This design comes from an exercise in tuning for small area on the open sky130 flow, not from production work.
RTL that was checked went through simulation tests only; none was proved equivalent to the original.
Only the layout flow was run in runs 5 and 6; the RTL was not checked for function there.
Power is estimated from default activity; no workload was simulated. No driver is modelled on the clock port, so clocking that relies on it looks cheaper here than on a real chip.

==> flow/design.v <==
`default_nettype none
module fifo_16_1024_ft
  (
   input wire        clk,
   input wire        srst,
   input wire [13:0] din,
   input wire        wr_en,
   input wire        rd_en,
   output wire [13:0] dout,
   output wire       valid
   );
    localparam DEPTH_LOG2 = 4;
    reg [13:0] mem [0:(1<<DEPTH_LOG2)-1];
    reg [DEPTH_LOG2:0] wp;
    reg [DEPTH_LOG2:0] rp;
    wire empty = (wp == rp);
    wire full = (wp[DEPTH_LOG2] != rp[DEPTH_LOG2]) &&
                (wp[DEPTH_LOG2-1:0] == rp[DEPTH_LOG2-1:0]);
    assign valid = ~empty;
    assign dout = mem[rp[DEPTH_LOG2-1:0]];
    always @(posedge clk) begin
	if(wr_en == 1'b1 && full == 1'b0) begin
	    mem[wp[DEPTH_LOG2-1:0]] <= din;
	end
    end
    always @(posedge clk) begin
	if(srst == 1'b1) begin
	    wp <= 0;
	    rp <= 0;
	end else begin
	    if(wr_en == 1'b1 && full == 1'b0) begin
		wp <= wp + 1'b1;
	    end
	    if(rd_en == 1'b1 && empty == 1'b0) begin
		rp <= rp + 1'b1;
	    end
	end
    end
endmodule  
`default_nettype wire
`default_nettype none
module cmac_usplus_emitter
  (
   input wire clk,
   input wire reset,
   input wire din_valid,
   input wire din_sop,
   input wire din_eop,
   input wire [5:0] din_mty,
   output wire dout_kick,
   output wire [13:0] dout_bytes,
   input wire cmac_busy,
   input wire cmac_done,
   input wire cmac_tx_rdy
   );
    reg [7:0] beats;
    reg       dout_ready;
    always @(posedge clk) begin
	if(din_valid == 1'b1)
	    beats <= din_sop ? 8'd1 : beats + 8'd1;
    end
    always @(posedge clk) begin
	if(reset == 1'b1)
	    dout_ready <= 1'b0;
	else
	    dout_ready <= din_valid & din_eop;
    end
    reg fifo_rd;
    wire [13:0] fifo_q;
    wire fifo_valid;
    fifo_16_1024_ft fifo_i(.clk(clk),
			   .srst(reset),
			   .din({beats, 6'd0} - {8'd0, din_mty}),
			   .wr_en(dout_ready),
			   .rd_en(fifo_rd),
			   .dout(fifo_q),
			   .valid(fifo_valid));
    reg kick_reg, wait_done;
    reg [13:0] bytes_reg;
    assign dout_kick = kick_reg;
    assign dout_bytes = bytes_reg;
    wire start = !kick_reg && !wait_done && fifo_valid && cmac_tx_rdy;
    always @(posedge clk) begin
	if(start == 1'b1)
	    bytes_reg <= fifo_q;
    end
    always @(posedge clk) begin
	if(reset == 1'b1) begin
	    kick_reg <= 1'b0;
	    wait_done <= 1'b0;
	    fifo_rd <= 1'b0;
	end else begin
	    fifo_rd <= start;
	    if(start == 1'b1)
		kick_reg <= 1'b1;
	    else if(kick_reg == 1'b1 && cmac_busy == 1'b1) begin
		kick_reg <= 1'b0;
		wait_done <= 1'b1;
	    end else if(wait_done == 1'b1 && cmac_done == 1'b1)
		wait_done <= 1'b0;
	end
    end
endmodule  
`default_nettype wire
`default_nettype none
module ether_echo
  (
   input wire         clk,
   input wire         reset,
   input wire [127:0] rx_dataout0,
   input wire [127:0] rx_dataout1,
   input wire [127:0] rx_dataout2,
   input wire [127:0] rx_dataout3,
   input wire         rx_enaout0,
   input wire         rx_sopout0,
   input wire         rx_eopout0,
   input wire         rx_eopout1,
   input wire         rx_eopout2,
   input wire         rx_eopout3,
   input wire [3:0]   rx_mtyout0,
   input wire [3:0]   rx_mtyout1,
   input wire [3:0]   rx_mtyout2,
   input wire [3:0]   rx_mtyout3,
   output reg  [511:0] send_data,
   output reg          send_valid,
   output reg          send_sop,
   output reg          send_eop,
   output wire [7:0]   send_mty,
   output wire         tx_kick,
   output wire [13:0]  tx_bytes,
   input wire          cmac_busy,
   input wire          cmac_done,
   input wire          cmac_tx_rdy
   );
    localparam [15:0] APP_KEY = 16'h3434;
    wire [5:0] recv_mty = rx_eopout3 == 1'b1 ? {2'd0, rx_mtyout3}
	       : rx_eopout2 == 1'b1 ? {2'd1, rx_mtyout2}
	       : rx_eopout1 == 1'b1 ? {2'd2, rx_mtyout1}
	       : rx_eopout0 == 1'b1 ? {2'd3, rx_mtyout0}
               : 6'd0;
    wire recv_eop = rx_eopout0 | rx_eopout1 | rx_eopout2 | rx_eopout3;
    wire [511:0] recv_data = {rx_dataout0, rx_dataout1, rx_dataout2, rx_dataout3};
    reg in_frame, idle;
    wire first = !in_frame && rx_enaout0 && rx_sopout0 && recv_data[415:400] == APP_KEY;
    wire acc = first || (in_frame && rx_enaout0);
    wire in_frame_next = (first && !recv_eop) || (in_frame && !(rx_enaout0 && recv_eop));
    always @(posedge clk) begin
	if(reset == 1'b1) begin
	    in_frame <= 1'b0;
	    idle <= 1'b1;
	end else begin
	    in_frame <= in_frame_next;
	    idle <= !in_frame_next;
	end
    end
    reg [511:0] din_q;
    reg         acc_q, hold_q_keep, first_q, last_q, single_q;
    reg [5:0]   mty_q;
    wire [95:0] recv_macs = recv_data[511:416];
    wire [95:0] recv_swapped = {recv_macs[47:0], recv_macs[95:48]};
    always @(posedge clk) begin
	din_q[511:416] <= ({96{idle}} & recv_swapped) | ({96{in_frame}} & recv_macs);
	din_q[415:0] <= recv_data[415:0];
	mty_q <= recv_mty;
	first_q <= first;
	last_q <= recv_eop;
    end
    always @(posedge clk) begin
	if(reset == 1'b1) begin
	    acc_q <= 1'b0;
	    hold_q_keep <= 1'b1;
	    single_q <= 1'b0;
	end else begin
	    acc_q <= acc;
	    hold_q_keep <= !acc;
	    single_q <= first && recv_eop;
	end
    end
    reg [511:0] hold_q;
    reg         pend, hold_first, hold_last;
    reg [5:0]   hold_mty;
    wire flush = !acc_q && pend && hold_last;
    always @(posedge clk) begin
	hold_q <= ({512{acc_q}} & din_q) | ({512{hold_q_keep}} & hold_q);
    end
    always @(posedge clk) begin
	if(acc_q == 1'b1) begin
	    hold_first <= first_q;
	    hold_last <= last_q;
	    hold_mty <= mty_q;
	end
    end
    always @(posedge clk) begin
	if(reset == 1'b1)
	    pend <= 1'b0;
	else if(acc_q == 1'b1)
	    pend <= !single_q;
	else if(flush == 1'b1)
	    pend <= 1'b0;
    end
    reg [5:0] send_mty_q;
    assign send_mty = {2'd0, send_mty_q};
    always @(posedge clk) begin
	send_data <= ({512{single_q}} & din_q) | ({512{pend}} & hold_q);
	send_sop <= single_q | hold_first;
	send_eop <= single_q | flush;
	send_mty_q <= single_q ? mty_q : hold_mty;
    end
    always @(posedge clk) begin
	if(reset == 1'b1)
	    send_valid <= 1'b0;
	else
	    send_valid <= single_q || flush || (acc_q && pend);
    end
    cmac_usplus_emitter cmac_usplus_emitter_i
      (
       .clk(clk),
       .reset(reset),
       .din_valid(send_valid),
       .din_sop(send_sop),
       .din_eop(send_eop),
       .din_mty(send_mty_q),
       .dout_kick(tx_kick),
       .dout_bytes(tx_bytes),
       .cmac_busy(cmac_busy),
       .cmac_done(cmac_done),
       .cmac_tx_rdy(cmac_tx_rdy)
       );
endmodule  
`default_nettype wire
==> flow/flow/run.sh <==
#!/bin/bash
# Standard ORFS layout (standard.sh: the standard flow's synthesis, floorplan, power grid
# and tap cells unchanged), with two changes to how the layout is built:
#  - port buffers are buf_1 cells instead of the default clkdlybuf4s50_1
#  - clock tree synthesis inserts no dummy loads and clusters more sinks
#    per clkbuf_16 leaf buffer
set -euo pipefail
cd "$(dirname "$0")/.."
bash standard.sh \
  "BUFFER_PORTS_ARGS=-buffer_cell sky130_fd_sc_hd__buf_1" \
  "CTS_ARGS=-sink_clustering_enable -repair_clock_nets -dont_use_dummy_load -buf_list sky130_fd_sc_hd__clkbuf_16 -sink_clustering_size 25 -sink_clustering_max_diameter 100" \
  finish > flow_standard.log 2>&1
==> flow/standard.sh <==
#!/bin/bash
# synth_recipe.tcl (not shown) runs the flow's synth.tcl, then flattens the netlist and writes it again
# the make line also repeats each setting of config.mk as NAME=value (left out here)
make -C /OpenROAD-flow-scripts/flow DESIGN_CONFIG=/design/flow/config.mk WORK_HOME=/design/flow/orfs CLKGATE_MAP_FILE= SYNTH_SCRIPT=/design/flow/synth_recipe.tcl "${@:-finish}"
==> flow/config.mk <==
export PLATFORM = sky130hd
export DESIGN_NAME = ether_echo
export DESIGN_NICKNAME = ether_echo
export VERILOG_FILES = /design/flow/design.v
export SDC_FILE = /design/flow/constraint.sdc
export NUM_CORES = 4
export LEC_CHECK = 0
export CAP_MARGIN = 20
export CORE_MARGIN = 2
export CORE_UTILIZATION = 40
export SLEW_MARGIN = 20
==> flow/constraint.sdc <==
create_clock -name core_clock -period 4.0 [get_ports {clk}]
set_input_delay 0.8000 -clock core_clock [delete_from_list [all_inputs] [get_ports {clk}]]
set_output_delay 0.8000 -clock core_clock [all_outputs]
set_load 0.01 [all_outputs]
==> qor.yml, run 1 <==
synth_top_area_cell: "dfxtp_1"
dpl.hpwl_um: 111000
reg2reg_slack_ns: 1.17
end_kind: "flip-flop"
synthArstFlopShare: 0
pwr_density_cell_nw_per_um2: 466
clock_latency_ns: 0.72
hold_end: "din_q[131]$_DFF_P_"
dr.max_layer_used: "met5"
outcome: "finished clean"
drt_pass1_iterations: 5
first_global_vias: 32300
leakage_nw: 22.6
ys_ff_latch: 1827
rsz0062_at_grt: "no"
setup_violations: 0
ctsHoldBuffers: 0
synthTopCellsByArea: "dfxtp_1 59%, a22o_1 18%, edfxtp_1 14%, mux4_2 2.4%, clkbuf_1 1.7%"
cts.sinks: 1827
critPathKind: "reg -> reg"
dp_slack_ns: 1.06
vdd_drop_max_mv: 0.333
clock_skew_ns: 0.0650
final.setup.worst_slack_ns: 1.17
postLayoutCoreUtil: 0.465
grt_max_degree: 100
slew_headroom: 0.332
min_path_cells: 1
yosys_warnings: 3
synth_edf_count: 254
postCtsSetupBuffers: 0
n_fill_cell: 11900
core-area_um2: 132000
layout.nets: 5049
synth_top_cell_area_share: 0.593
numCtsBuffers: 85
clk_pin_slew_ns: 0.10
dieArea_um2: 136000
hold_class: "in -> reg"
drv_cap: 0
wl_met1_um: 65400
routed-wl-met2_um: 72300
ys_types: 47
seq_area_frac_synth: 0.736
netlist_area_um2: 53100
finalCriticalPeriod_ns: 2.83
cp-start-kind: "flip-flop"
ys.flop_type: "dfxtp_1"
ant_nets: 0
clockBufferDepth: 3
routedWlPerCell_um: 24.8
power_w: 0.0285
setup_tns_ns: 0
track_usage: 0.219
cts-resized-gates: 0
die_h_um: 368
place.gp.congestion: 0.909
cts_tree: "done"
num_vias: 33400
wl_um: 156000
htreeDepth: 3
drive_gt1_frac: 0.0542
finalHoldViolCount: 0
antenna_found_initial: 39
worst_pin_slew_ns: 1.00
wl_met3_um: 13100
gr-total-overflow: 0
drc: 0
drv_slew: 0
reg2regPathDepth: 4
synthCells: 3556
crit_path_max_fanout: 34
die_x_um: 368
rr_startpoint: "cmac_usplus_emitter_i.fifo_i.rp[0]$_SDFFE_PP0P_"
period_share: 0.707
drt_iter0_drc: 2490
synth_common_cells: "1573 x dfxtp_1, 1120 x a22o_1, 254 x edfxtp_1, 239 x clkbuf_1, 56 x mux4_2"
rows: 133
reg_top3: "din_q: 512 flops, hold_q: 512 flops, send_data: 512 flops"
area_delta_synth_final_pct: 15.3
portBuffers: 1074
fmax_mhz: 354
num_io_pins: 1077
reg2reg_to: "cmac_usplus_emitter_i.fifo_i.mem[5][6]$_DFFE_PP_"
synth.most_common_cell: "dfxtp_1"
syn_avg_cell_area_um2: 14.9
required_ns: 4.30
initial_core_util: 0.404
grt_first_pass_wirelength_um: 222000
worstHoldStart: "rx_dataout2[3]"
arrival_ns: 3.13
ctsRootBufferMaster: "clkbuf_16"
avgViaCountPerCell: 5.32
[layout by cell type (no fill, tap or decap), types with 7 or more instances in the layout]
master	n
nand2_1	18
buf_1	1073
mux4_2	56
buf_12	19
edfxtp_1	254
and4_1	9
nor2b_1	25
xor2_1	7
clkbuf_16	85
a211oi_1	14
and3_1	11
ha_1	8
a21oi_1	25
nor2_1	24
nand3_1	12
diode_2	23
xnor2_1	10
mux2i_1	15
a22o_1	1120
dfxtp_1	1564
dfxtp_4	7
buf_4	53
inv_1	14
[final cells by class]
class,count,area (um^2),area share
Sequential cell,1827,39100,0.639
Multi-Input combinational cell,1427,12900,0.210
Timing Repair Buffer,1147,4820,0.0786
Tap cell,1755,2200,0.0358
Clock buffer,85,2130,0.0347
Antenna cell,23,57.6,0.000940
Inverter,14,52.6,0.000858
[cell families after synthesis]
family / after synthesis / synth area share
compound gates: 1184 / 0.193
flops: 1827 / 0.736
mux: 81 / 0.0287
buf+inv: 303 / 0.0230
xor+xnor: 24 / 0.00396
other cells: 1 / 0.0000706
simple gates: 128 / 0.0138
fa+ha+maj: 8 / 0.00188
[through the flow]
| step | hold slack [ns] | instance area (um^2) | cells |
|---|---|---|---|
| finish | 0.157 | 61300 | 6278 |
| detailed placement | 0.393 | 59000 | 6170 |
| floorplan | 0.386 | 53100 | 3557 |
| global placement | 0.396 | 59000 | 6169 |
| global route | 0.111 | 61200 | 6275 |
| CTS | 0.103 | 61200 | 6255 |
[layer usage]
metal,vias up,track usage
met5,-,0
met1,16700,0.288
li1,15200,-
met2,1225,0.346
met3,235,0.0658
met4,20,0.0717
[where the power goes]
part	leakage (nW)	total (W)	internal (W)	switching, W
Combinational	6.38	0.000305	0.000169	0.000136
Clock	1.05	0.00925	0.00381	0.00544
Sequential	15.2	0.0190	0.0188	0.000159
Total	22.6	0.0285	0.0228	0.00573
[worst max-delay path: stages (launching register included)]
cell	delay [ns]
dfxtp_4	0.78
xnor2_1	0.18
and4_1	0.31
a21oi_4	0.40
and3_1	0.78
[worst max-delay path by stage]
stage,endpoint,cells after the start,start
after global placement,cmac_usplus_emitter_i.fifo_i.mem[1][13]$_DFFE_PP_,4,cmac_usplus_emitter_i.fifo_i.rp[0]$_SDFFE_PP0P_
after floorplan,cmac_usplus_emitter_i.fifo_i.wp[4]$_SDFFE_PP0P_,6,cmac_usplus_emitter_i.fifo_i.rp[0]$_SDFFE_PP0P_
after CTS,cmac_usplus_emitter_i.fifo_i.mem[7][8]$_DFFE_PP_,4,cmac_usplus_emitter_i.fifo_i.rp[0]$_SDFFE_PP0P_
final,cmac_usplus_emitter_i.fifo_i.mem[5][6]$_DFFE_PP_,4,cmac_usplus_emitter_i.fifo_i.rp[0]$_SDFFE_PP0P_
after global routing,cmac_usplus_emitter_i.fifo_i.mem[1][6]$_DFFE_PP_,4,cmac_usplus_emitter_i.fifo_i.rp[0]$_SDFFE_PP0P_
after detailed placement,cmac_usplus_emitter_i.fifo_i.mem[7][13]$_DFFE_PP_,4,cmac_usplus_emitter_i.fifo_i.rp[0]$_SDFFE_PP0P_
==> inputs of run 2 (changes only) <==
--- a/flow/flow/run.sh
+++ b/flow/flow/run.sh
@@ -10,3 +10,3 @@
   "BUFFER_PORTS_ARGS=-buffer_cell sky130_fd_sc_hd__buf_1" \
-  "CTS_ARGS=-sink_clustering_enable -repair_clock_nets -dont_use_dummy_load -buf_list sky130_fd_sc_hd__clkbuf_16 -sink_clustering_size 25 -sink_clustering_max_diameter 100" \
+  "CTS_ARGS=-sink_clustering_enable -repair_clock_nets -dont_use_dummy_load -buf_list sky130_fd_sc_hd__clkbuf_16 -sink_clustering_size 30 -sink_clustering_max_diameter 80" \
   finish > flow_standard.log 2>&1
--- a/flow/config.mk
+++ b/flow/config.mk
@@ -9,3 +9,3 @@
 export CORE_MARGIN = 2
-export CORE_UTILIZATION = 40
+export CORE_UTILIZATION = 60
 export SLEW_MARGIN = 20
==> qor.yml, run 2 <==
outcome: "finished clean"
htreeDepth: 3  # unchanged
cts.sinks: 1827  # unchanged
n_fill_cell: 6459  # -46%
slew_headroom: 0.276  # -0.0562
ctsRootBufferMaster: "clkbuf_16"
portBuffers: 1074  # unchanged
rsz0062_at_grt: "no"
grt_max_degree: 134  # +34%
die_h_um: 302  # -18%
syn_avg_cell_area_um2: 14.9  # unchanged
synthArstFlopShare: 0  # unchanged
drive_gt1_frac: 0.0468  # -0.00746
hold_class: "in -> reg"
layout.nets: 5018  # -0.61%
critPathKind: "reg -> reg"
routedWlPerCell_um: 27.9  # +12%
finalHoldViolCount: 0  # unchanged
area_delta_synth_final_pct: 13.1
cts-resized-gates: 0  # unchanged
gr-total-overflow: 0  # unchanged
crit_path_max_fanout: 30  # -12%
synthTopCellsByArea: "dfxtp_1 59%, a22o_1 18%, edfxtp_1 14%, mux4_2 2.4%, clkbuf_1 1.7%"
layout_commonest_cell: "dfxtp_1"
dieArea_um2: 91000  # -33%
ant_nets: 0  # unchanged
antenna_found_initial: 70  # +79%
initial_core_util: 0.603  # +0.199
cp-start-kind: "flip-flop"
core-area_um2: 88100  # -33%
drv_slew: 0  # unchanged
track_usage: 0.332  # +0.113
whs_ns: 0.202  # +0.0452 ns
die_x_um: 302  # -18%
seq_area_frac_synth: 0.736  # unchanged
pwr_density_cell_nw_per_um2: 461  # -0.91%
setup_tns_ns: 0  # unchanged
grt_first_pass_wirelength_um: 219000  # -1.7%
synth_common_cells: "1573 x dfxtp_1, 1120 x a22o_1, 254 x edfxtp_1, 239 x clkbuf_1, 56 x mux4_2"
place.gp.congestion: 0.923  # +1.6%
postCtsSetupBuffers: 0  # unchanged
fin_cells: 5669  # -9.7%
clk_pin_slew_ns: 0.11  # about the same
clockBufferDepth: 3  # unchanged
arrival_ns: 3.10  # -0.03 ns
dpl.hpwl_um: 115000  # +3.8%
period_share: 0.713  # +0.00619
use_met3: 0.125  # +0.0594
ys_ff_latch: 1827  # unchanged
drv_cap: 0  # unchanged
finalCriticalPeriod_ns: 2.85  # +0.0248 ns
worst_pin_slew_ns: 1.09  # +0.0842 ns
num_vias: 34100  # +2.0%
first_global_vias: 31300  # -3.1%
end_kind: "flip-flop"
synthCells: 3556  # unchanged
ys_types: 47  # unchanged
synth.most_common_cell: "dfxtp_1"
drt_iter0_drc: 3424  # +38%
cts_tree: "done"
fmax_mhz: 351  # -0.87%
reg_top3: "din_q: 512 flops, hold_q: 512 flops, send_data: 512 flops"
drc: 0  # unchanged
drt_pass1_iterations: 6  # +1
setup_violations: 0  # unchanged
ys.flop_type: "dfxtp_1"
final_cell_mix: "1564 x dfxtp_1, 1120 x a22o_1, 1074 x buf_1"
ctsHoldBuffers: 0  # unchanged
num_io_pins: 1077  # unchanged
numCtsBuffers: 71  # -16%
rows: 109  # -18%
netlist_area_um2: 53100  # unchanged
avgViaCountPerCell: 6.01  # +13%
synth_edf_count: 254  # unchanged
grt-busiest-layer: "met2"
wl_um: 158000  # +1.4%
synth_top_cell_area_share: 0.593  # unchanged
leakage_nw: 22.3  # -1.1%
synth_top_area_cell: "dfxtp_1"
clock_skew_ns: 0.0638  # -0.00121 ns
clock_latency_ns: 0.68  # -0.04 ns
grt.met1_usage: 0.449  # +0.162
required_ns: 4.25  # -0.05 ns
vdd_drop_max_mv: 0.435  # +31%
place_inst: 5563  # -9.8%
grtUsageMet2: 0.493  # +0.147
yosys_warnings: 3  # unchanged
==> run 2: cell counts after synthesis <==
No cell type changed its count.
==> run 2: cells by family (layout without fill, tap and decap cells) <==
| family | after synthesis | after routing | share of synthesized area |
|---|---|---|---|
| flip-flops | 1827 | 1827 | 0.736 |
| AO/OA/AOI/OAI | 1184 | 1184 | 0.193 |
| buffers and inverters | 303 | 1215 | 0.0230 |
| AND/OR/NAND/NOR | 128 | 128 | 0.0138 |
| multiplexers | 81 | 81 | 0.0287 |
| XOR/XNOR | 24 | 24 | 0.00396 |
| adder cells (fa/ha/maj) | 8 | 8 | 0.00188 |
| other | 1 | 37 | 0.0000706 |
==> run 2: metrics by stage <==
| step | area [um^2] | power [W] | setup slack (ns) | utilization |
|---|---|---|---|---|
| 2_1_floorplan | 53100 | 0.0194 | 1.79 | - |
| 3_3_place_gp | 58200 | 0.0197 | 1.17 | 0.661 |
| 3_5_place_dp | 58200 | 0.0197 | 1.10 | 0.661 |
| 4_1_cts | 60000 | 0.0278 | 1.09 | 0.681 |
| 5_1_grt | 60100 | 0.0285 | 0.950 | 0.682 |
| 6_report | 60100 | 0.0277 | 1.15 | 0.682 |
==> run 2: per-layer routing <==
layer	up-vias	wire, um
met3	282	18700
met5	-	230
li1	15200	-
met1	17000	63400
met2	1552	70400
met4	34	5350
==> run 2: area by class of cell <==
type                    count  area [um^2]  area share
multi-input cells        1427        12800       0.214
inverters                  14         52.6    0.000874
clock buffers              71         1780      0.0296
well taps                1165         1460      0.0242
repair buffers           1130         4760      0.0792
diodes                     35         87.6     0.00146
flip-flops and latches   1827        39100       0.651
==> run 2: power breakdown <==
group          leakage [nW]  internal [W]  switching [W]
Combinational          6.30      0.000169       0.000150
Clock                 0.875       0.00322        0.00522
Sequential             15.2        0.0188       0.000159
Total                  22.3        0.0222        0.00553
==> run 2: final timing paths <==
| check | startpoint | endpoint | slack [ns] | cells past startpoint |
|---|---|---|---|---|
| setup reg to reg | cmac_usplus_emitter_i.fifo_i.rp[0]$_SDFFE_PP0P_ | cmac_usplus_emitter_i.fifo_i.mem[12][7]$_DFFE_PP_ | 1.15 | 4 |
| setup / recovery | cmac_usplus_emitter_i.fifo_i.rp[0]$_SDFFE_PP0P_ | cmac_usplus_emitter_i.fifo_i.mem[12][7]$_DFFE_PP_ | 1.15 | 4 |
| hold / removal | rx_dataout3[109] | din_q[109]$_DFF_P_ | 0.20 | 1 |
| hold reg to reg | hold_q[437]$_DFF_P_ | send_data[437]$_DFF_P_ | 0.41 | 1 |
==> run 2: critical path: stages (launching register included) <==
cell and delay [ns]:
dfxtp_4 0.73, xnor2_1 0.17, and4_1 0.30, a21oi_4 0.42
and4_1 0.85
==> inputs of run 3 (changes only) <==
--- a/flow/config.mk
+++ b/flow/config.mk
@@ -7,5 +7,5 @@
 export LEC_CHECK = 0
-export CAP_MARGIN = 20
+export CAP_MARGIN = 0
 export CORE_MARGIN = 2
 export CORE_UTILIZATION = 60
-export SLEW_MARGIN = 20
+export SLEW_MARGIN = 0
==> qor.yml, run 3 <==
worstHoldStart: "rx_dataout2[17]"
whs_ns: 0.217  # +0.0152 ns
finalCriticalPeriod_ns: 2.85  # +0.00245 ns
required_ns: 4.26  # about the same
die_h_um: 302  # unchanged
drive_gt1_frac: 0.0461  # -0.000671
seq_area_frac_synth: 0.736  # unchanged
reg_top3: "din_q: 512 flops, hold_q: 512 flops, send_data: 512 flops"
slew_headroom: 0.226  # -0.0491
yosys_warnings: 3  # unchanged
clock_skew_ns: 0.0547  # -0.00907 ns
drt_pass1_iterations: 5  # -1
setup_violations: 0  # unchanged
cts.sinks: 1827  # unchanged
grt_max_degree: 134  # unchanged
layout.nets: 5018  # unchanged
drt_iter0_drc: 3403  # -0.61%
antenna_found_initial: 74  # +5.7%
fmax_mhz: 350  # about the same
arrival_ns: 3.12  # +0.02 ns
ctsRootBufferMaster: "clkbuf_16"
ys.flop_type: "dfxtp_1"
hold_class: "in -> reg"
synth_common_cells: "1573 x dfxtp_1, 1120 x a22o_1, 254 x edfxtp_1, 239 x clkbuf_1, 56 x mux4_2"
min_path_cells: 1  # unchanged
first_global_vias: 31400  # +0.52%
gr-total-overflow: 0  # unchanged
finalHoldViolCount: 0  # unchanged
cts-resized-gates: 0  # unchanged
reg2reg_slack_ns: 1.15  # about the same
grt_first_pass_wirelength_um: 218000  # -0.26%
critPathKind: "reg -> reg"
fin_cells: 5675  # +0.11%
rr_startpoint: "cmac_usplus_emitter_i.fifo_i.rp[0]$_SDFFE_PP0P_"
clock_latency_ns: 0.66  # -0.02 ns
ys_ff_latch: 1827  # unchanged
synthArstFlopShare: 0  # unchanged
ant_nets: 0  # unchanged
synth_top_area_cell: "dfxtp_1"
reg2reg_to: "cmac_usplus_emitter_i.fifo_i.mem[12][13]$_DFFE_PP_"
leakage_nw: 22.3  # about the same
postCtsSetupBuffers: 0  # unchanged
startpoint: "cmac_usplus_emitter_i.fifo_i.rp[0]$_SDFFE_PP0P_"
dpl.hpwl_um: 115000  # about the same
drv_cap: 0  # unchanged
final_cell_mix: "1564 x dfxtp_1, 1120 x a22o_1, 1074 x buf_1"
syn_avg_cell_area_um2: 14.9  # unchanged
clk_pin_slew_ns: 0.11  # about the same
reg2regPathDepth: 4  # unchanged
pwr_density_cell_nw_per_um2: 461  # -0.11%
htreeDepth: 3  # unchanged
vdd_drop_max_mv: 0.417  # -4.2%
dieArea_um2: 91000  # unchanged
outcome: "finished clean"
numCtsBuffers: 71  # unchanged
place.gp.congestion: 0.923  # unchanged
track_usage: 0.332  # -0.000358
cts_tree: "done"
power_w: 0.0277  # -0.12%
initial_core_util: 0.603  # unchanged
synthTopCellsByArea: "dfxtp_1 59%, a22o_1 18%, edfxtp_1 14%, mux4_2 2.4%, clkbuf_1 1.7%"
routedWlPerCell_um: 27.8  # -0.26%
worst_pin_slew_ns: 1.16  # +0.0698 ns
crit_path_max_fanout: 30  # unchanged
period_share: 0.714  # about the same
ctsHoldBuffers: 0  # unchanged
num_io_pins: 1077  # unchanged
wl_um: 158000  # -0.16%
hold_end: "din_q[145]$_DFF_P_"
area_delta_synth_final_pct: 13.1  # about the same
portBuffers: 1074  # unchanged
cp-start-kind: "flip-flop"
drv_slew: 0  # unchanged
ys_types: 47  # unchanged
clockBufferDepth: 3  # unchanged
num_vias: 34000  # -0.35%
rsz0062_at_grt: "no"
synthCells: 3556  # unchanged
core-area_um2: 88100  # unchanged
rows: 109  # unchanged
netlist_area_um2: 53100  # unchanged
avgViaCountPerCell: 5.99  # -0.46%
synth.most_common_cell: "dfxtp_1"
place_inst: 5563  # unchanged
die_x_um: 302  # unchanged
end_kind: "flip-flop"
synth_edf_count: 254  # unchanged
setup_tns_ns: 0  # unchanged
synth_top_cell_area_share: 0.593  # unchanged
drc: 0  # unchanged
layout_commonest_cell: "dfxtp_1"
[run 3: changes by cell type in the layout (fill, tap and decap cells not counted)]
cell,delta
diode_2,+6
xnor2_1,+1
xnor2_2,-1
xor2_1,+2
xor2_2,-2
[run 3: per-layer routing]
layer	vias up	wire, um	track usage
met5	-	195	0
met4	30	5760	0.123
met3	265	19100	0.128
met2	1546	70200	0.489
met1	16900	62600	0.446
li1	15200	-	-
[run 3: how the worst max path moves through the flow]
stage / endpoint / cells after the start
2_1_floorplan: cmac_usplus_emitter_i.fifo_i.wp[4]$_SDFFE_PP0P_ / 6
3_5_place_dp: cmac_usplus_emitter_i.fifo_i.mem[12][1]$_DFFE_PP_ / 4
6_report: cmac_usplus_emitter_i.fifo_i.mem[12][13]$_DFFE_PP_ / 4
5_1_grt: cmac_usplus_emitter_i.fifo_i.mem[12][13]$_DFFE_PP_ / 4
3_3_place_gp: cmac_usplus_emitter_i.fifo_i.mem[12][1]$_DFFE_PP_ / 4
4_1_cts: cmac_usplus_emitter_i.fifo_i.mem[12][13]$_DFFE_PP_ / 4
[run 3: area by class of cell]
cell class                 count  area, um^2
fill                        6492       28000
antenna                       41         103
inverter                      14        52.6
tap                         1165        1460
timing repair buffer        1130        4760
multi-input combinational   1427       12800
clock buffer                  71        1780
sequential                  1827       39100
[run 3: through the flow]
stage | util | worst slack [ns] | instance area (um^2)
CTS | 0.681 | 1.10 | 60000
global route | 0.682 | 0.981 | 60100
detailed placement | 0.661 | 1.11 | 58200
floorplan | - | 1.79 | 53100
global placement | 0.661 | 1.17 | 58200
finish | 0.682 | 1.15 | 60100
[run 3: cells by family (layout without fill, tap and decap cells)]
| family | count (synthesis) | after routing | synth area share |
|---|---|---|---|
| and+or+nand+nor | 128 | 128 | 0.0138 |
| xor gates and xnor gates | 24 | 24 | 0.00396 |
| other | 1 | 43 | 0.0000706 |
| buffers and inverters | 303 | 1215 | 0.0230 |
| AOI/OAI and AO/OA | 1184 | 1184 | 0.193 |
| muxes | 81 | 81 | 0.0287 |
| DFF | 1827 | 1827 | 0.736 |
| adders and majority gates | 8 | 8 | 0.00188 |
[run 3: critical path: stages, from the launching register on]
cell and delay [ns]:
dfxtp_4 0.74, xnor2_1 0.16, and4_1 0.30, a21oi_4 0.41
and4_1 0.86
[run 3: power by group]
| group | total [W] | switching (W) | internal [W] |
|---|---|---|---|
| Combinational | 0.000320 | 0.000151 | 0.000169 |
| Sequential | 0.0190 | 0.000158 | 0.0188 |
| Clock | 0.00841 | 0.00519 | 0.00322 |
==> inputs of run 4 (changes only) <==
--- a/flow/design.v
+++ b/flow/design.v
@@ -6,3 +6,3 @@
    input wire [13:0] din,
-   input wire        wr_en,
+   input wire        wr_en_next,
    input wire        rd_en,
@@ -11,15 +11,17 @@
    );
-    localparam DEPTH_LOG2 = 4;
-    reg [13:0] mem [0:(1<<DEPTH_LOG2)-1];
-    reg [DEPTH_LOG2:0] wp;
-    reg [DEPTH_LOG2:0] rp;
-    wire empty = (wp == rp);
-    wire full = (wp[DEPTH_LOG2] != rp[DEPTH_LOG2]) &&
-                (wp[DEPTH_LOG2-1:0] == rp[DEPTH_LOG2-1:0]);
+    reg [13:0] mem [0:15];
+    reg [4:0]  count;
+    reg        wr, keep;
+    wire empty = (count == 5'd0);
+    wire rd = rd_en & ~empty;
+    wire [4:0] count_next = count + {4'd0, wr} - {4'd0, rd};
+    wire wr_next = wr_en_next & (count_next != 5'd16);
     assign valid = ~empty;
-    assign dout = mem[rp[DEPTH_LOG2-1:0]];
-    always @(posedge clk) begin
-	if(wr_en == 1'b1 && full == 1'b0) begin
-	    mem[wp[DEPTH_LOG2-1:0]] <= din;
-	end
+    wire [3:0] head = count[3:0] - 4'd1;
+    assign dout = mem[head];
+    integer i;
+    always @(posedge clk) begin
+	mem[0] <= ({14{wr}} & din) | ({14{keep}} & mem[0]);
+	for(i = 1; i < 16; i = i + 1)
+	    mem[i] <= ({14{wr}} & mem[i-1]) | ({14{keep}} & mem[i]);
     end
@@ -27,11 +29,9 @@
 	if(srst == 1'b1) begin
-	    wp <= 0;
-	    rp <= 0;
-	end else begin
-	    if(wr_en == 1'b1 && full == 1'b0) begin
-		wp <= wp + 1'b1;
-	    end
-	    if(rd_en == 1'b1 && empty == 1'b0) begin
-		rp <= rp + 1'b1;
-	    end
+	    count <= 5'd0;
+	    wr <= 1'b0;
+	    keep <= 1'b1;
+	end else begin
+	    count <= count_next;
+	    wr <= wr_next;
+	    keep <= ~wr_next;
 	end
@@ -56,3 +56,2 @@
     reg [7:0] beats;
-    reg       dout_ready;
     always @(posedge clk) begin
@@ -60,8 +59,2 @@
 	    beats <= din_sop ? 8'd1 : beats + 8'd1;
-    end
-    always @(posedge clk) begin
-	if(reset == 1'b1)
-	    dout_ready <= 1'b0;
-	else
-	    dout_ready <= din_valid & din_eop;
     end
@@ -73,3 +66,3 @@
 			   .din({beats, 6'd0} - {8'd0, din_mty}),
-			   .wr_en(dout_ready),
+			   .wr_en_next(din_valid & din_eop),
 			   .rd_en(fifo_rd),
--- a/flow/config.mk
+++ b/flow/config.mk
@@ -7,5 +7,5 @@
 export LEC_CHECK = 0
-export CAP_MARGIN = 0
+export CAP_MARGIN = 20
 export CORE_MARGIN = 2
 export CORE_UTILIZATION = 60
-export SLEW_MARGIN = 0
+export SLEW_MARGIN = 20
==> qor.yml, run 4 <==
p_int_w: 0.0224  # +1.0%
slew_headroom: 0.327  # +0.101
cts-resized-gates: 0  # unchanged
regArea_um2: 36800  # -5.9%
core-area_um2: 87000  # -1.2%
initial_core_util: 0.607  # +0.00349
ys.flop_type: "dfxtp_1"
crit_buf_inv: 3  # +3
portBuffers: 1074  # unchanged
worst_pin_slew_ns: 1.01  # -0.147 ns
critical-path-top-delay-family: "adder cells"
setup_violations: 0  # unchanged
synth.most_common_cell: "dfxtp_1"
multi_input_area_um2: 14600  # +14%
required_ns: 4.53  # +0.27 ns
outcome: "finished clean"
drc: 0  # unchanged
grt_first_pass_wirelength_um: 232000  # +6.5%
postLayoutCoreUtil: 0.684  # +0.00117
grt_max_degree: 212  # +58%
synth_edf_count: 30  # -88%
switching_share: 0.226  # +0.0279
avgViaCountPerCell: 6.14  # +2.6%
dieArea_um2: 90400  # -0.64%
cts_tree: "done"
clkPwrFrac: 0.292  # -0.012
num_io_pins: 1077  # unchanged
seq_area_frac_synth: 0.697  # -0.0392
p_sw_w: 0.00656  # +19%
routedWlPerCell_um: 27.7  # -0.38%
combPwrFrac: 0.058  # +0.046
reg_top3: "din_q: 512 flops, hold_q: 512 flops, send_data: 512 flops"
clock_skew_ns: 0.0495  # -0.00521 ns
vdd_drop_max_mv: 0.459  # +10%
drv_cap: 0  # unchanged
crit_chain: "inv_1 -> ha_1 -> nor4b_1 -> nor2b_1 -> ha_1 -> inv_1 -> ha_1 -> inv_1 -> fa_1 -> o21bai_1 -> a21oi_1 -> xnor2_1 -> nand4_1 -> and4b_1"
clockBufferDepth: 3  # unchanged
htreeDepth: 3  # unchanged
fmax_mhz: 312  # -11%
max_stage_delay_ns: 0.45  # -0.41 ns
drt_pass1_iterations: 7  # +2
dpl.hpwl_um: 119000  # +3.9%
syn_avg_cell_area_um2: 13.4  # -11%
postPlaceCellArea_um2: 57600  # -1.0%
power_w: 0.0290  # +4.7%
leakage_nw: 22.8  # +2.0%
synth_common_cells: "1793 x dfxtp_1, 1336 x a22o_1, 294 x clkbuf_1, 79 x nand2_1, 37 x a21oi_1"
synthTopCellsByArea: "dfxtp_1 68%, a22o_1 22%, clkbuf_1 2.1%, edfxtp_1 1.7%, nand2_1 0.56%"
n_fill_cell: 6634  # +2.2%
netlist_area_um2: 52800  # -0.65%
ctsHoldBuffers: 0  # unchanged
place.gp.congestion: 0.957  # +3.7%
rows: 108  # -0.92%
drt_iter0_drc: 4157  # +22%
ys_ff_latch: 1823  # -0.22%
synthCells: 3948  # +11%
synthArstFlopShare: 0  # unchanged
gr-total-overflow: 0  # unchanged
die_h_um: 301  # -0.32%
layout.nets: 5356  # +6.7%
hold_class: "in -> reg"
finalCriticalPeriod_ns: 3.21  # +0.355 ns
cp-start-kind: "flip-flop"
rsz0062_at_grt: "no"
synth_top_cell_area_share: 0.680  # +0.0873
num_vias: 36800  # +8.2%
first_global_vias: 33500  # +6.7%
antenna_found_initial: 59  # -20%
critPathKind: "reg -> reg"
end_kind: "flip-flop"
setup_tns_ns: 0  # unchanged
ys_types: 68  # +45%
slowest_stage: "dfxtp_1"
drv_slew: 0  # unchanged
design_area_um2: 59500  # -1.1%
final_cell_mix: "1785 x dfxtp_1, 1336 x a22o_1, 1073 x buf_1"
cts.sinks: 1823  # -0.22%
ctsRootBufferMaster: "clkbuf_16"
layout_commonest_cell: "dfxtp_1"
synth_top_area_cell: "dfxtp_1"
arrival_ns: 3.74  # +0.62 ns
postCtsSetupBuffers: 0  # unchanged
track_usage: 0.350  # +0.0183
wl_um: 166000  # +5.1%
clk_pin_slew_ns: 0.11  # about the same
pwr_density_cell_nw_per_um2: 487  # +5.8%
seqPwrFrac: 0.650  # -0.035
numCtsBuffers: 71  # unchanged
period_share: 0.802  # +0.0887
finalHoldViolCount: 0  # unchanged
area_delta_synth_final_pct: 12.7
clock_latency_ns: 0.67  # about the same
die_x_um: 301  # -0.32%
yosys_warnings: 4  # +1
ant_nets: 0  # unchanged
crit_path_max_fanout: 5  # -83%
drive_gt1_frac: 0.0333  # -0.0128
[run 4: cell types whose count changed in the layout (fill, tap and decap cells not counted), sizes merged, moves of 23 or more]
cell / previous run / this run
a22o: 1120 / 1336
o21ai: 6 / 29
dfxtp: 1573 / 1793
nand2: 18 / 79
mux4: 56 / 4
edfxtp: 254 / 30
[run 4: final timing paths]
| path | start | endpoint | slack [ns] | cells past startpoint |
|---|---|---|---|---|
| setup / recovery | cmac_usplus_emitter_i.fifo_i.count[3]$_SDFF_PP0_ | cmac_usplus_emitter_i.fifo_i.wr$_SDFF_PP0_ | 0.79 | 14 |
| hold / removal | rx_dataout1[123] | din_q[379]$_DFF_P_ | 0.21 | 1 |
| setup reg to reg | cmac_usplus_emitter_i.fifo_i.count[3]$_SDFF_PP0_ | cmac_usplus_emitter_i.fifo_i.wr$_SDFF_PP0_ | 0.79 | 14 |
| hold reg to reg | last_q$_DFF_P_ | hold_last$_DFFE_PP_ | 0.41 | 0 |
[run 4: layout make-up]
class                           instances  area share
Sequential cell                      1823       0.619
Multi-Input combinational cell       1770       0.246
Timing Repair Buffer                 1120      0.0782
Clock buffer                           71      0.0299
Tap cell                             1155      0.0243
Antenna cell                           30     0.00126
Inverter                               18     0.00114
[run 4: metrics by stage]
step | cells | setup WS, ns | hold slack [ns]
finish | 5987 | 0.791 | 0.210
global placement | 5886 | 0.911 | 0.387
floorplan | 3949 | 1.03 | 0.386
global route | 5985 | 0.578 | 0.180
detailed placement | 5886 | 0.905 | 0.390
CTS | 5957 | 0.862 | 0.181
[run 4: logic make-up after synthesis]
kind of cell	share of synthesized area
AO/OA/AOI/OAI	0.239
XOR/XNOR	0.00457
adder cells (fa/ha/maj)	0.00322
buffers and inverters	0.0261
flip-flops	0.697
multiplexers	0.0105
other	0.0000710
AND/OR/NAND/NOR	0.0194
[run 4: power by group through the flow]
stage	sequential (W)	clock (W)	combinational [W]
floorplan	0.0192	0	0.000971
detailed placement	0.0193	0	0.00163
CTS	0.0188	0.00857	0.00164
global route	0.0189	0.00918	0.00178
finish	0.0189	0.00846	0.00168
global placement	0.0192	0	0.00161
[run 4: per-layer routing]
| metal | up-vias | GRT usage | part of all wire |
|---|---|---|---|
| met3 | 286 | 0.129 | 0.12 |
| met1 | 18300 | 0.490 | 0.42 |
| met4 | 24 | 0.115 | 0.033 |
| li1 | 16400 | - | - |
| met5 | - | 0 | 0.00095 |
| met2 | 1755 | 0.503 | 0.43 |
==> inputs of run 5 (changes only) <==
--- a/flow/design.v
+++ b/flow/design.v
@@ -182,4 +182,5 @@
 	    hold_last <= last_q;
+	end
+	if(acc_q == 1'b1 && last_q == 1'b1)
 	    hold_mty <= mty_q;
-	end
     end
@@ -193,4 +194,3 @@
     end
-    reg [5:0] send_mty_q;
-    assign send_mty = {2'd0, send_mty_q};
+    assign send_mty = {2'd0, hold_mty};
     always @(posedge clk) begin
@@ -199,3 +199,2 @@
 	send_eop <= single_q | flush;
-	send_mty_q <= single_q ? mty_q : hold_mty;
     end
@@ -214,3 +213,3 @@
        .din_eop(send_eop),
-       .din_mty(send_mty_q),
+       .din_mty(hold_mty),
        .dout_kick(tx_kick),
==> qor.yml, run 5 <==
outcome: "finished clean"
end_kind: "flip-flop"
ys_ff_latch: 1817  # -0.33%
routedWlPerCell_um: 27.3  # -1.4%
crit_path_max_fanout: 28  # +23
cp_common_cell: "buf_4"
htreeDepth: 3  # unchanged
p_sw_w: 0.00658  # +0.17%
gr-total-overflow: 0  # unchanged
layout_commonest_cell: "dfxtp_1"
clk_pin_slew_ns: 0.11  # about the same
grt_max_degree: 117  # -45%
synth.most_common_cell: "dfxtp_1"
grt-busiest-layer: "met2"
synth_edf_count: 30  # unchanged
rows: 108  # unchanged
synth_fa_ha_area_frac: 0.00323  # +0.00000796
min_path_cells: 1  # unchanged
synth_common_cells: "1787 x dfxtp_1, 1329 x a22o_1, 273 x clkbuf_1, 85 x nand2_1, 38 x a21oi_1"
reg_top3: "din_q: 512 flops, hold_q: 512 flops, send_data: 512 flops"
rsz0062_at_grt: "no"
dpl.hpwl_um: 119000  # -0.23%
synth_simple_gate_area_frac: 0.0195  # +0.000167
wl_um: 164000  # -1.1%
yosys_warnings: 4  # unchanged
dieArea_um2: 90200  # -0.24%
die_h_um: 300  # -0.12%
synth_top_family_by_area: "compound AO/OA/AOI/OAI gates"
synth_top_area_cell: "dfxtp_1"
cts_tree: "done"
ctsHoldBuffers: 0  # unchanged
track_usage: 0.346  # -0.00397
drv_cap: 0  # unchanged
hold_end: "din_q[129]$_DFF_P_"
grt_first_pass_wirelength_um: 232000  # -0.12%
num_vias: 36400  # -1.0%
final.setup.worst_slack_ns: 0.648  # -0.143 ns
postLayoutCoreUtil: 0.684  # about the same
numCtsBuffers: 71  # unchanged
use_met3: 0.108  # -0.0208
seqPwrFrac: 0.648  # -0.002
portBuffers: 1074  # unchanged
place.gp.congestion: 0.931  # -2.6%
rr_startpoint: "cmac_usplus_emitter_i.fifo_i.count[1]$_SDFF_PP0_"
die_x_um: 300  # -0.12%
layout.nets: 5368  # +0.22%
reg2reg_slack_ns: 0.65  # -0.14 ns
area_delta_synth_final_pct: 12.9
leakage_nw: 22.7  # -0.13%
reg2reg_to: "cmac_usplus_emitter_i.bytes_reg[4]$_DFFE_PP_"
cts-resized-gates: 0  # unchanged
worst_pin_slew_ns: 1.13  # +0.124 ns
ctsRootBufferMaster: "clkbuf_16"
place_inst: 5898  # +0.20%
synth_top_cell_area_share: 0.679  # about the same
finalCriticalPeriod_ns: 3.35  # +0.143 ns
grt.met1_usage: 0.443  # -0.0468
synthTopCellsByArea: "dfxtp_1 68%, a22o_1 22%, clkbuf_1 1.9%, edfxtp_1 1.7%, nand2_1 0.61%"
setup_violations: 0  # unchanged
reg2regPathDepth: 9  # -5
power_w: 0.0289  # -0.27%
synth_compound_area_frac: 0.238  # -0.000740
clkPwrFrac: 0.292  # about the same
dp_slack_ns: 0.719  # -0.186 ns
fmax_mhz: 298  # -4.3%
switching_share: 0.227  # +0.00101
slowest_stage: "xnor2_4"
p_int_w: 0.0223  # -0.40%
crit_buf_inv: 4  # +1
max_stage_delay_ns: 0.85  # +0.40 ns
slew_headroom: 0.244  # -0.0829
seq_area_frac_synth: 0.696  # about the same
drive_gt1_frac: 0.0349  # +0.00158
cp-start-kind: "flip-flop"
ys.flop_type: "dfxtp_1"
netlist_area_um2: 52700  # -0.25%
core-area_um2: 86900  # -0.16%
synth_mux_area_frac: 0.0109  # +0.000406
critical-path-top-delay-family: "XOR/XNOR gates"
crit_chain: "buf_4 -> clkinv_1 -> buf_4 -> ha_1 -> xnor2_4 -> buf_12 -> mux2i_1 -> o221ai_1 -> o32a_1"
synthArstFlopShare: 0  # unchanged
n_fill_cell: 6619  # -0.23%
clock_skew_ns: 0.0491  # -0.000385 ns
drc: 0  # unchanged
critPathKind: "reg -> reg"
antenna_found_initial: 64  # +8.5%
arrival_ns: 3.72  # -0.02 ns
first_global_vias: 33700  # +0.67%
drv_slew: 0  # unchanged
worstHoldStart: "rx_dataout2[1]"
synthCells: 3944  # -0.10%
drt_iter0_drc: 3478  # -16%
cts.sinks: 1817  # -0.33%
hold_class: "in -> reg"
clockBufferDepth: 3  # unchanged
fin_cells: 6007  # +0.33%
clock_latency_ns: 0.66  # about the same
required_ns: 4.37  # -0.16 ns
setup_tns_ns: 0  # unchanged
synth-xor-area-share: 0.00475  # +0.000178
final_cell_mix: "1778 x dfxtp_1, 1329 x a22o_1, 1074 x buf_1"
grtUsageMet2: 0.540  # +0.0373
drt_pass1_iterations: 7  # unchanged
pwr_density_cell_nw_per_um2: 486  # -0.21%
period_share: 0.838  # +0.0357
syn_avg_cell_area_um2: 13.4  # -0.15%
num_io_pins: 1077  # unchanged
ys_types: 70  # +2.9%
ant_nets: 0  # unchanged
combPwrFrac: 0.059  # about the same
vdd_drop_max_mv: 0.382  # -17%
finalHoldViolCount: 0  # unchanged
initial_core_util: 0.606  # about the same
avgViaCountPerCell: 6.05  # -1.4%
postCtsSetupBuffers: 0  # unchanged
==> run 5: routing by layer <==
metal | vias up | wire (um)
li1 | 16400 | -
met1 | 18000 | 64600
met2 | 1536 | 75700
met3 | 314 | 15700
met4 | 38 | 7900
met5 | - | 250
==> run 5: worst max path at each step <==
| stage | cells after the start | start | end |
|---|---|---|---|
| after floorplan | 16 | cmac_usplus_emitter_i.fifo_i.count[2]$_SDFF_PP0_ | cmac_usplus_emitter_i.fifo_i.wr$_SDFF_PP0_ |
| final | 9 | cmac_usplus_emitter_i.fifo_i.count[1]$_SDFF_PP0_ | cmac_usplus_emitter_i.bytes_reg[4]$_DFFE_PP_ |
| after global placement | 9 | cmac_usplus_emitter_i.fifo_i.count[1]$_SDFF_PP0_ | cmac_usplus_emitter_i.bytes_reg[4]$_DFFE_PP_ |
| after detailed placement | 9 | cmac_usplus_emitter_i.fifo_i.count[1]$_SDFF_PP0_ | cmac_usplus_emitter_i.bytes_reg[4]$_DFFE_PP_ |
| after global routing | 9 | cmac_usplus_emitter_i.fifo_i.count[1]$_SDFF_PP0_ | cmac_usplus_emitter_i.bytes_reg[4]$_DFFE_PP_ |
| after CTS | 9 | cmac_usplus_emitter_i.fifo_i.count[1]$_SDFF_PP0_ | cmac_usplus_emitter_i.bytes_reg[4]$_DFFE_PP_ |
==> run 5: area by class of cell <==
type	instances	area, um^2	share of cell area
antenna	38	95.1	0.00160
inverter	22	82.6	0.00139
timing repair buffer	1133	4740	0.0797
clock buffer	71	1780	0.0299
tap	1155	1450	0.0243
sequential	1817	36700	0.617
multi-input combinational	1771	14600	0.246
==> run 5: per-stage QoR <==
stage	cell area [um^2]	hold WS (ns)
2_1_floorplan	52700	0.386
3_3_place_gp	57600	0.386
3_5_place_dp	57600	0.390
4_1_cts	59400	0.192
5_1_grt	59400	0.198
6_report	59400	0.214
==> run 5: power by group through the flow <==
stage	logic (W)	clock network [W]	registers, W
after floorplan	0.000967	0	0.0191
after global placement	0.00165	0	0.0191
after detailed placement	0.00167	0	0.0192
after CTS	0.00168	0.00854	0.0187
after global routing	0.00180	0.00920	0.0188
final	0.00171	0.00845	0.0188
==> run 5: cells by family after synthesis <==
kind of cell / after synthesis
flops: 1817
simple gates: 211
other cells: 1
xor+xnor: 26
mux: 47
fa+ha+maj: 13
compound gates: 1472
buf+inv: 357
==> inputs of run 6 (changes only) <==
--- a/flow/flow/run.sh
+++ b/flow/flow/run.sh
@@ -10,3 +10,3 @@
   "BUFFER_PORTS_ARGS=-buffer_cell sky130_fd_sc_hd__buf_1" \
-  "CTS_ARGS=-sink_clustering_enable -repair_clock_nets -dont_use_dummy_load -buf_list sky130_fd_sc_hd__clkbuf_16 -sink_clustering_size 30 -sink_clustering_max_diameter 80" \
+  "CTS_ARGS=-sink_clustering_enable -repair_clock_nets -dont_use_dummy_load -buf_list sky130_fd_sc_hd__clkbuf_16 -sink_clustering_size 30 -sink_clustering_max_diameter 70" \
   finish > flow_standard.log 2>&1
--- a/flow/config.mk
+++ b/flow/config.mk
@@ -10,2 +10,3 @@
 export CORE_UTILIZATION = 60
+export PLACE_DENSITY = 0.8
 export SLEW_MARGIN = 20
==> qor.yml, run 6 <==
fmax_mhz: 294  # -1.3%
ys.flop_type: "dfxtp_1"
ctsRootBufferMaster: "clkbuf_16"
vdd_drop_max_mv: 0.494  # +29%
period_share: 0.849  # +0.0113
first_global_vias: 34400  # +1.8%
setup_tns_ns: 0  # unchanged
max_stage_delay_ns: 0.96  # +0.11 ns
reg_top3: "din_q: 512 flops, hold_q: 512 flops, send_data: 512 flops"
num_io_pins: 1077  # unchanged
layout.nets: 5366  # -0.037%
slowest_stage: "xor2_2"
crit_path_max_fanout: 23  # -18%
outcome: "finished clean"
clkPwrFrac: 0.299  # +0.007
hold_end: "din_q[236]$_DFF_P_"
cts-resized-gates: 0  # unchanged
final_cell_mix: "1778 x dfxtp_1, 1329 x a22o_1, 1074 x buf_1"
critPathKind: "reg -> reg"
drc: 0  # unchanged
clock_skew_ns: 0.0742  # +0.0251 ns
p_sw_w: 0.00665  # +1.2%
drv_slew: 0  # unchanged
slew_headroom: 0.221  # -0.0235
syn_avg_cell_area_um2: 13.4  # unchanged
ctsHoldBuffers: 0  # unchanged
antenna_found_initial: 73  # +14%
drt_iter0_drc: 4368  # +26%
track_usage: 0.363  # +0.0168
yosys_warnings: 4  # unchanged
numCtsBuffers: 76  # +7.0%
drive_gt1_frac: 0.0345  # -0.000401
layout_commonest_cell: "dfxtp_1"
final.setup.worst_slack_ns: 0.603  # -0.0452 ns
synth_top_area_cell: "dfxtp_1"
ant_nets: 0  # unchanged
rr_startpoint: "cmac_usplus_emitter_i.fifo_i.count[1]$_SDFF_PP0_"
core-area_um2: 86900  # unchanged
area_delta_synth_final_pct: 13.0
rows: 108  # unchanged
grt_max_degree: 134  # +15%
dp_slack_ns: 0.680  # -0.0392 ns
combPwrFrac: 0.058  # about the same
clk_pin_slew_ns: 0.10  # about the same
place.gp.congestion: 0.970  # +4.2%
rsz0062_at_grt: "no"
drv_cap: 0  # unchanged
end_kind: "flip-flop"
arrival_ns: 3.79  # +0.07 ns
synth.most_common_cell: "dfxtp_1"
synthCells: 3944  # unchanged
reg2reg_slack_ns: 0.60  # -0.05 ns
routedWlPerCell_um: 28.5  # +4.4%
ys_ff_latch: 1817  # unchanged
hold_class: "in -> reg"
cts_tree: "done"
dieArea_um2: 90200  # unchanged
avgViaCountPerCell: 6.20  # +2.4%
cts.sinks: 1817  # unchanged
portBuffers: 1074  # unchanged
die_h_um: 300  # unchanged
cp-start-kind: "flip-flop"
die_x_um: 300  # unchanged
crit_chain: "buf_4 -> clkinv_1 -> ha_1 -> xor2_2 -> o21ai_0 -> a211o_1 -> o32a_1"
clock_latency_ns: 0.68  # +0.02 ns
p_int_w: 0.0226  # +0.99%
wl_um: 171000  # +4.4%
ys_types: 70  # unchanged
min_path_cells: 1  # unchanged
finalCriticalPeriod_ns: 3.40  # +0.0452 ns
synth_top_cell_area_share: 0.679  # unchanged
netlist_area_um2: 52700  # unchanged
synth_common_cells: "1787 x dfxtp_1, 1329 x a22o_1, 273 x clkbuf_1, 85 x nand2_1, 38 x a21oi_1"
worstHoldStart: "rx_dataout2[108]"
leakage_nw: 22.8  # +0.13%
dpl.hpwl_um: 126000  # +5.6%
seq_area_frac_synth: 0.696  # unchanged
gr-total-overflow: 0  # unchanged
initial_core_util: 0.606  # unchanged
pwr_density_cell_nw_per_um2: 491  # +0.89%
synthArstFlopShare: 0  # unchanged
worst_pin_slew_ns: 1.17  # +0.0343 ns
setup_violations: 0  # unchanged
switching_share: 0.228  # +0.000364
synthTopCellsByArea: "dfxtp_1 68%, a22o_1 22%, clkbuf_1 1.9%, edfxtp_1 1.7%, nand2_1 0.61%"
synth_edf_count: 30  # unchanged
reg2reg_to: "cmac_usplus_emitter_i.bytes_reg[6]$_DFFE_PP_"
grt_first_pass_wirelength_um: 240000  # +3.4%
htreeDepth: 3  # unchanged
finalHoldViolCount: 0  # unchanged
num_vias: 37200  # +2.4%
reg2regPathDepth: 7  # -2
postCtsSetupBuffers: 0  # unchanged
required_ns: 4.39  # +0.02 ns
clockBufferDepth: 3  # unchanged
seqPwrFrac: 0.643  # -0.005
drt_pass1_iterations: 6  # -1
[run 6: cell count changes in the layout (fill, tap and decap cells not counted)]
cell       delta
diode_2       -1
clkbuf_16     +5
buf_12        +1
buf_4         -8
[run 6: logic make-up after synthesis]
kind of cell | share of synthesized area
multiplexers | 0.0109
adder cells (fa/ha/maj) | 0.00323
XOR/XNOR | 0.00475
buffers and inverters | 0.0267
AND/OR/NAND/NOR | 0.0195
other | 0.0000712
AO/OA/AOI/OAI | 0.238
flip-flops | 0.696
[run 6: routing by layer]
layer  part of all wire  vias up  GRT usage
met5             0.0017        -          0
met4              0.040       44      0.127
met3               0.14      369      0.155
met2               0.41     2001      0.502
met1               0.41    18400      0.506
li1                   -    16500          -
[run 6: worst max path at each step]
stage | startpoint | to | slack (ns) | depth (start not counted)
finish | cmac_usplus_emitter_i.fifo_i.count[1]$_SDFF_PP0_ | cmac_usplus_emitter_i.bytes_reg[6]$_DFFE_PP_ | 0.60 | 7
global route | cmac_usplus_emitter_i.fifo_i.count[1]$_SDFF_PP0_ | cmac_usplus_emitter_i.bytes_reg[6]$_DFFE_PP_ | 0.46 | 7
CTS | cmac_usplus_emitter_i.fifo_i.count[1]$_SDFF_PP0_ | cmac_usplus_emitter_i.bytes_reg[6]$_DFFE_PP_ | 0.65 | 7
detailed placement | cmac_usplus_emitter_i.fifo_i.count[1]$_SDFF_PP0_ | cmac_usplus_emitter_i.bytes_reg[6]$_DFFE_PP_ | 0.68 | 7
global placement | cmac_usplus_emitter_i.fifo_i.count[1]$_SDFF_PP0_ | cmac_usplus_emitter_i.bytes_reg[6]$_DFFE_PP_ | 0.76 | 7
floorplan | cmac_usplus_emitter_i.fifo_i.count[2]$_SDFF_PP0_ | cmac_usplus_emitter_i.fifo_i.wr$_SDFF_PP0_ | 1.00 | 16
[run 6: stage by stage]
stage / instance area (um^2) / utilization / total power (W) / cells / hold slack [ns]
after global placement: 57500 / 0.662 / 0.0208 / 5891 / 0.392
after global routing: 59500 / 0.685 / 0.0300 / 5995 / 0.167
after floorplan: 52700 / - / 0.0201 / 3945 / 0.386
after CTS: 59400 / 0.684 / 0.0292 / 5967 / 0.160
final: 59500 / 0.685 / 0.0292 / 6004 / 0.202
after detailed placement: 57500 / 0.662 / 0.0208 / 5891 / 0.389
[run 6: critical path: cells and delay by family, from the launching register on]
family,cells,cell delay [ns]
buffers and inverters,2,0.54
adder cells (fa/ha/maj),1,0.44
flip-flops,1,0.34
AO/OA/AOI/OAI,3,0.85
XOR/XNOR,1,0.96
[run 6: final cells by class]
type / count / area, um^2
Antenna cell: 37 / 92.6
Clock buffer: 76 / 1900
Multi-Input combinational cell: 1771 / 14600
Tap cell: 1155 / 1450
Sequential cell: 1817 / 36700
Fill cell: 6409 / 27400
Timing Repair Buffer: 1126 / 4700
Inverter: 22 / 82.6
[run 6: power by group through the flow]
stage | Combinational [W] | Sequential (W) | Clock [W]
5_1_grt | 0.00179 | 0.0188 | 0.00941
4_1_cts | 0.00166 | 0.0188 | 0.00880
3_3_place_gp | 0.00162 | 0.0192 | 0
6_report | 0.00170 | 0.0188 | 0.00873
2_1_floorplan | 0.000967 | 0.0191 | 0
3_5_place_dp | 0.00165 | 0.0192 | 0
==> inputs of run 7 (changes only) <==
--- a/flow/design.v
+++ b/flow/design.v
@@ -149,3 +149,3 @@
     reg [511:0] din_q;
-    reg         acc_q, hold_q_keep, first_q, last_q, single_q;
+    reg         acc_q, first_q, last_q, single_q;
     reg [5:0]   mty_q;
@@ -160,2 +160,7 @@
     end
+    reg [511:0] hold_q;
+    reg         hold_load, hold_keep;
+    reg         pend, hold_first, hold_last;
+    reg [5:0]   hold_mty;
+    wire hold_load_next = acc && !(first && recv_eop);
     always @(posedge clk) begin
@@ -163,16 +168,15 @@
 	    acc_q <= 1'b0;
-	    hold_q_keep <= 1'b1;
 	    single_q <= 1'b0;
+	    hold_load <= 1'b0;
+	    hold_keep <= 1'b0;
 	end else begin
 	    acc_q <= acc;
-	    hold_q_keep <= !acc;
 	    single_q <= first && recv_eop;
-	end
-    end
-    reg [511:0] hold_q;
-    reg         pend, hold_first, hold_last;
-    reg [5:0]   hold_mty;
+	    hold_load <= hold_load_next;
+	    hold_keep <= !hold_load_next && !(hold_load && last_q);
+	end
+    end
     wire flush = !acc_q && pend && hold_last;
     always @(posedge clk) begin
-	hold_q <= ({512{acc_q}} & din_q) | ({512{hold_q_keep}} & hold_q);
+	hold_q <= ({512{hold_load}} & din_q) | ({512{hold_keep}} & hold_q);
     end
@@ -196,3 +200,3 @@
     always @(posedge clk) begin
-	send_data <= ({512{single_q}} & din_q) | ({512{pend}} & hold_q);
+	send_data <= ({512{single_q}} & din_q) | hold_q;
 	send_sop <= single_q | hold_first;
--- a/flow/flow/run.sh
+++ b/flow/flow/run.sh
@@ -10,3 +10,3 @@
   "BUFFER_PORTS_ARGS=-buffer_cell sky130_fd_sc_hd__buf_1" \
-  "CTS_ARGS=-sink_clustering_enable -repair_clock_nets -dont_use_dummy_load -buf_list sky130_fd_sc_hd__clkbuf_16 -sink_clustering_size 30 -sink_clustering_max_diameter 70" \
+  "CTS_ARGS=-sink_clustering_enable -repair_clock_nets -dont_use_dummy_load -buf_list sky130_fd_sc_hd__clkbuf_16 -sink_clustering_size 30 -sink_clustering_max_diameter 80" \
   finish > flow_standard.log 2>&1
--- a/flow/config.mk
+++ b/flow/config.mk
@@ -10,3 +10,2 @@
 export CORE_UTILIZATION = 60
-export PLACE_DENSITY = 0.8
 export SLEW_MARGIN = 20
==> qor.yml, run 7 <==
outcome: "stopped before the end"
haltStage: "3_2_place_iop"
stop_error: "[ERROR PPL-0024] Number of IO pins (1077) exceeds maximum number of available positions (1074). Increase the die perimeter from 1192.48um to 1464.72um."
synthArstFlopShare: 0  # unchanged
initial_core_util: 0.608  # +0.00160
syn_avg_cell_area_um2: 13.3  # -0.22%
synthCells: 3896  # -1.2%
ys_ff_latch: 1818  # +0.055%
die_x_um: 298  # -0.71%
seq_area_frac_synth: 0.707  # +0.0105
rows: 107  # -0.93%
die_h_um: 298  # -0.71%
yosys_warnings: 4  # unchanged
synth_top_area_cell: "dfxtp_1"
synthTopCellsByArea: "dfxtp_1 69%, a22o_1 14%, a21o_1 7.4%, edfxtp_1 1.7%, clkbuf_1 1.7%"
synth.most_common_cell: "dfxtp_1"
ys_types: 70  # unchanged
ys.flop_type: "dfxtp_1"
synth_top_cell_area_share: 0.690  # +0.0103
netlist_area_um2: 51900  # -1.4%
synth_edf_count: 30  # unchanged
synth_common_cells: "1788 x dfxtp_1, 818 x a22o_1, 514 x a21o_1, 233 x clkbuf_1"
==> run 7: changes by cell type after synthesis, moves of 10 or more <==
cell / change
a21o_1: +512
a22o_1: -511
buf_1: -10
clkbuf_1: -40
nand2_1: -30
nor2_1: +20
==> run 7: cells by family after synthesis <==
| kind of cell | share of synthesized area |
|---|---|
| other | 0.0000722 |
| DFF | 0.707 |
| muxes | 0.0103 |
| adders and majority gates | 0.00328 |
| xor gates and xnor gates | 0.00504 |
| buffers and inverters | 0.0232 |
| AOI/OAI and AO/OA | 0.231 |
| and+or+nand+nor | 0.0200 |
==> inputs of run 8 (changes only) <==
--- a/flow/config.mk
+++ b/flow/config.mk
@@ -9,3 +9,3 @@
 export CORE_MARGIN = 2
-export CORE_UTILIZATION = 60
+export CORE_UTILIZATION = 58
 export SLEW_MARGIN = 20
==> qor.yml, run 8 <==
outcome: "failed layout checks"
failed_checks: "antenna violations"
fin_cells: 6007
seq_area_frac_synth: 0.707  # unchanged
leakage_nw: 26.8
clock_skew_ns: 0.0400
vdd_drop_max_mv: 0.443
synth.most_common_cell: "dfxtp_1"
critPathCapture: "cmac_usplus_emitter_i.bytes_reg[3]$_DFFE_PP_"
ant_nets: 1
arrival_ns: 3.64
rsz0062_at_grt: "no"
drive_gt1_frac: 0.0321
postLayoutCoreUtil: 0.663
portBuffers: 1074
htreeDepth: 3
cts_tree: "done"
synthTopCellsByArea: "dfxtp_1 69%, a22o_1 14%, a21o_1 7.4%, edfxtp_1 1.7%, clkbuf_1 1.7%"
place_inst: 5893
synth_common_cells: "1788 x dfxtp_1, 818 x a22o_1, 514 x a21o_1, 233 x clkbuf_1"
ctsHoldBuffers: 0
synthCells: 3896  # unchanged
ys_ff_latch: 1818  # unchanged
finalHoldViolCount: 0
setup_tns_ns: 0
reg2regPathDepth: 8
startpoint: "cmac_usplus_emitter_i.fifo_i.count[2]$_SDFF_PP0_"
num_vias: 35100
drt_pass1_iterations: 5
dieArea_um2: 91900
num_io_pins: 1077
reg_top3: "din_q: 512 flops, hold_q: 512 flops, send_data: 512 flops"
ctsRootBufferMaster: "clkbuf_16"
postCtsSetupBuffers: 0
drt_iter0_drc: 3931
pwr_density_cell_nw_per_um2: 496
max_stage_delay_ns: 0.87
end_kind: "flip-flop"
ys.flop_type: "dfxtp_1"
initial_core_util: 0.586  # -0.0213
yosys_warnings: 4  # unchanged
die_h_um: 303  # +1.7%
avgViaCountPerCell: 5.84
gr-total-overflow: 0
synth_top_cell_area_share: 0.690  # unchanged
area_delta_synth_final_pct: 13.1
antenna_found_initial: 88
ys_types: 70  # unchanged
routedWlPerCell_um: 27.8
netlist_area_um2: 51900  # unchanged
hold_class: "in -> reg"
reg2reg_to: "cmac_usplus_emitter_i.bytes_reg[3]$_DFFE_PP_"
crit_path_max_fanout: 32
synthArstFlopShare: 0  # unchanged
grt_first_pass_wirelength_um: 228000
critPathKind: "reg -> reg"
synth_edf_count: 30  # unchanged
die_x_um: 303  # +1.7%
syn_avg_cell_area_um2: 13.3  # unchanged
clock_latency_ns: 0.66
drv_cap: 0
track_usage: 0.345
required_ns: 4.40
rows: 109  # +1.9%
numCtsBuffers: 71
first_global_vias: 31700
place.gp.congestion: 0.938
core-area_um2: 88500
cp-start-kind: "flip-flop"
synth_top_area_cell: "dfxtp_1"
layout_commonest_cell: "dfxtp_1"
run 8: cell counts after synthesis:
Identical to the previous run, type by type.
run 8: layer usage:
metal | global-route usage | vias to the layer above | wire length [um] | share of wire
li1 | - | 16000 | - | -
met1 | 0.484 | 17200 | 68800 | 0.41
met2 | 0.492 | 1634 | 71700 | 0.43
met3 | 0.127 | 289 | 20300 | 0.12
met4 | 0.120 | 46 | 5690 | 0.034
met5 | 0 | - | 284 | 0.0017
run 8: power breakdown:
part	internal, W	switching [W]
logic	0.000619	0.00123
clock network	0.00322	0.00520
registers	0.0185	0.000287
total	0.0224	0.00671
run 8: worst min-delay path by stage:
| stage | from | to | slack [ns] | cells past startpoint |
|---|---|---|---|---|
| floorplan | first_q$_DFF_P_ | hold_first$_DFFE_PP_ | 0.39 | 0 |
| global placement | mty_q[0]$_DFF_P_ | hold_mty[0]$_DFFE_PP_ | 0.39 | 0 |
| detailed placement | mty_q[2]$_DFF_P_ | hold_mty[2]$_DFFE_PP_ | 0.39 | 0 |
| CTS | rx_dataout3[12] | din_q[12]$_DFF_P_ | 0.18 | 1 |
| global route | rx_dataout3[54] | din_q[54]$_DFF_P_ | 0.18 | 1 |
| finish | rx_dataout1[28] | din_q[284]$_DFF_P_ | 0.22 | 1 |
run 8: critical path, delay by kind of cell, from the launching register on:
family,cells,cell delay [ns]
fa+ha+maj,1,0.30
flops,1,0.34
simple gates,2,0.79
buf+inv,2,0.26
xor+xnor,1,0.87
compound gates,2,0.40
run 8: final cells by class:
class / instances / area, um^2
clock buffers: 71 / 1780
fillers: 6931 / 29800
diodes: 42 / 105
inverters: 18 / 67.6
multi-input cells: 1777 / 14000
repair buffers: 1116 / 4550
well taps: 1165 / 1460
flip-flops and latches: 1818 / 36700
run 8: cells by family after synthesis:
| kind of cell | after synthesis | synth area share |
|---|---|---|
| DFF | 1818 | 0.707 |
| AOI/OAI and AO/OA | 1479 | 0.231 |
| buffers and inverters | 302 | 0.0232 |
| and+or+nand+nor | 213 | 0.0200 |
| muxes | 44 | 0.0103 |
| xor gates and xnor gates | 26 | 0.00504 |
| adders and majority gates | 13 | 0.00328 |
| other | 1 | 0.0000722 |
run 8: stage by stage:
| step | hold slack [ns] | area [um^2] | setup slack (ns) |
|---|---|---|---|
| after floorplan | 0.386 | 51900 | 0.867 |
| after global placement | 0.388 | 56800 | 0.949 |
| after detailed placement | 0.389 | 56800 | 0.919 |
| after CTS | 0.180 | 58600 | 0.896 |
| after global routing | 0.179 | 58700 | 0.611 |
| final | 0.216 | 58700 | 0.762 |

Check on run 8: ideal ports give 0.762 ns setup slack; a clkbuf_16 on the clock port and buf_2 on the inputs give 0.762 ns; moving port delays by the midpoint clock arrival (0.712 ns) as well gives 0.762 ns.
